This design comes from an exercise in tuning for small area, a short achievable clock period and few clock cycles per item on the open sky130 flow, not from production work. Function was checked by simulation only, so behaviour that the tests miss may differ from the original.

Design muldiv_top, start of the top module:
module muldiv_top (
    input  logic               clk,
    input  logic               rst_n,
    input  logic [3:0]         op_i,
    input  logic [31:0]        opr1_i,
    input  logic [31:0]        opr2_i,
    input  logic               flush_i,
    output logic               busy_o,
    output logic               done_o,
    output logic [31:0]        result_o
);
Size in the first run: roughly 190 flip-flops, roughly 110 I/O pins, roughly 0.048 mm² of cells after synthesis.
Settings: LEC_CHECK=0, CAP_MARGIN=20, CORE_MARGIN=2, CORE_UTILIZATION=55, PLACE_DENSITY=0.7, SETUP_SLACK_MARGIN=5, SLEW_MARGIN=20, TNS_END_PERCENT=100; clock period 14.0 ns.
standard.sh (not shown) runs the stock make flow with config.mk's settings and CLKGATE_MAP_FILE= SYNTH_SCRIPT=/design/flow/synth_recipe.tcl, a recipe that flattens the netlist after the stock synthesis.
==> flow/flow/run.sh <==
#!/bin/bash
# The standard layout (the standard.sh, standard synthesis included), with
# the port buffers made from sky130_fd_sc_hd__buf_2 cells instead of the delay
# buffer cells ORFS picks by default.
set -euo pipefail
bash standard.sh finish "BUFFER_PORTS_ARGS=-buffer_cell sky130_fd_sc_hd__buf_2" > standard_flow.log 2>&1
Testbench counts at the start, summed over its fixed seeds: cycles 3,733, ops 2,400.
Edit:
==> flow/flow/run.sh (replaced) <==
#!/bin/bash
# The standard layout (the standard.sh, standard synthesis included), with
# the port buffers made from sky130_fd_sc_hd__buf_2 cells instead of the delay
# buffer cells ORFS picks by default, and timing repair aiming for 7 ns of
# setup slack.
set -euo pipefail
bash standard.sh finish "BUFFER_PORTS_ARGS=-buffer_cell sky130_fd_sc_hd__buf_2" SETUP_SLACK_MARGIN=7 > standard_flow.log 2>&1
SETUP_SLACK_MARGIN = unset   (was 5)
Synthesized area is unchanged.
Final area increases by about 15%.
Global-route usage increases by 3.7 points.
Die area is unchanged.
Clock skew increases by 0.0038 ns.
Register-to-register slack gains 1.6 ns.
Routed wire length increases by 11%.
Edit:
==> flow/flow/run.sh (replaced) <==
#!/bin/bash
# The standard layout (the standard.sh, standard synthesis included), with
# the port buffers made from sky130_fd_sc_hd__buf_2 cells instead of the delay
# buffer cells ORFS picks by default, and timing repair aiming for 6 ns of
# setup slack.
set -euo pipefail
bash standard.sh finish "BUFFER_PORTS_ARGS=-buffer_cell sky130_fd_sc_hd__buf_2" SETUP_SLACK_MARGIN=6 > standard_flow.log 2>&1
PLACE_DENSITY = 0.8   (was 0.7)
=> Routed wire length came out lower by 11%. Cell area came out lower by 12%. Via count drops by 5.1%.


## job 7887
muldiv_top, a different RTL version from the one above (not shown whole).
For scale: ~5900 cells after synthesis, ~190 flip-flops, ~110 I/O pins.
==> flow/config.mk <==
export PLATFORM = sky130hd
export DESIGN_NAME = muldiv_top
export DESIGN_NICKNAME = muldiv_top
export VERILOG_FILES = /design/flow/design.v
export SDC_FILE = /design/flow/constraint.sdc
export NUM_CORES = 4
export LEC_CHECK = 0
export CAP_MARGIN = 20
export CORE_MARGIN = 2
export CORE_UTILIZATION = 55
export PLACE_DENSITY = 0.7
export SLEW_MARGIN = 20
export TNS_END_PERCENT = 100
==> flow/constraint.sdc <==
create_clock -name core_clock -period 14.0 [get_ports {clk}]
set_input_delay 2.8000 -clock core_clock [delete_from_list [all_inputs] [get_ports {clk}]]
set_output_delay 2.8000 -clock core_clock [all_outputs]
set_load 0.01 [all_outputs]
==> flow/flow/run.sh <==
#!/bin/bash
set -euo pipefail
bash standard.sh finish SETUP_SLACK_MARGIN=7 > standard_flow.log 2>&1
Job 7887 ran to completion and came out clean on the timing, DRC and antenna checks.
Testbench counts of job 7887, summed over its fixed seeds: cycles 3,733, ops 2,400.
Here is what was changed in the inputs of job 149 compared with job 7887.
- changing TNS_END_PERCENT from 100 to 5
- setting SETUP_SLACK_MARGIN to 5 for the first time
==> flow/run.sh (new file) <==
#!/bin/bash
# synth_recipe.tcl (not shown) runs the flow's synth.tcl, then flattens the netlist and writes it again
# the make line also repeats each setting of config.mk as NAME=value (left out here)
make -C /OpenROAD-flow-scripts/flow DESIGN_CONFIG=/design/flow/config.mk WORK_HOME=/design/flow/orfs CLKGATE_MAP_FILE= SYNTH_SCRIPT=/design/flow/synth_recipe.tcl finish
removed: flow/flow/run.sh
removed: flow/standard.sh
==> comparison <==
Fmax: higher on job 7887. Job 149 vs job 7887: area of all placed cells without fillers down by more than 10%. Clock transition at the registers of the reported paths across job 149 and job 7887: no real change. Comparing job 149 and job 7887, the lower number of buffers inserted to repair setup after CTS was measured on job 149. Taking job 7887 as the reference, in job 149 routed wire length dropped about 9%, detailed-route via count dropped 3096.
Inputs modified between job 149 and job 6640:
- TNS_END_PERCENT now 100, was 5
==> notes.md <==
- Per the comparison of job 6640 with job 149, maximum frequency went up about 2%; worst slew margin relative to its limit rose by 4.6 points; routed wire length held steady.
- Comparing job 6640 with job 149, the cell count came out essentially unchanged.

-- port drivers added, routing unchanged --
In the flow no input, the clock included, has a driving cell. The finished layouts below were timed again as built, in two steps. Step 1 sets driving cells, clkbuf_16 on the clock port and buf_2 on the other inputs (assumed; they add their load-dependent delay and slew). Step 2 adds t to the input delays and takes it off the output delays; t is the mean of the earliest and latest rising clock arrival at the registers after step 1. Input paths then give back, and output paths get back, about the clock's delay inside the block. Slacks: no drivers / after step 1 / after step 2; pairs: no drivers / after step 1.
run	t (ns)	slack for setup (ns)	latest minus earliest clock arrival (ns)	slew at the worst register clock pin (ns)	pins driven straight from the clock port
the first run of note 1	0.573	5.219 / 5.219 / 5.219	0.019 / 0.019	0.09 / 0.09	1
the second run of note 1	0.569	6.794 / 6.794 / 6.447	0.023 / 0.023	0.10 / 0.10	1
the third run of note 1	0.558	6.022 / 6.061 / 5.503	0.023 / 0.023	0.10 / 0.10	1
job 7887	0.550	5.906 / 5.906 / 5.906	0.021 / 0.021	0.09 / 0.09	1
job 149	0.552	4.826 / 4.826 / 4.826	0.024 / 0.024	0.09 / 0.09	1
job 6640	0.552	5.001 / 5.001 / 4.979	0.022 / 0.022	0.09 / 0.09	1
After both steps setup and hold are still met in every run listed. The setup slack of the third run of note 1, which loses most, moves by +0.039 ns with the drivers and by -0.519 ns with both steps.
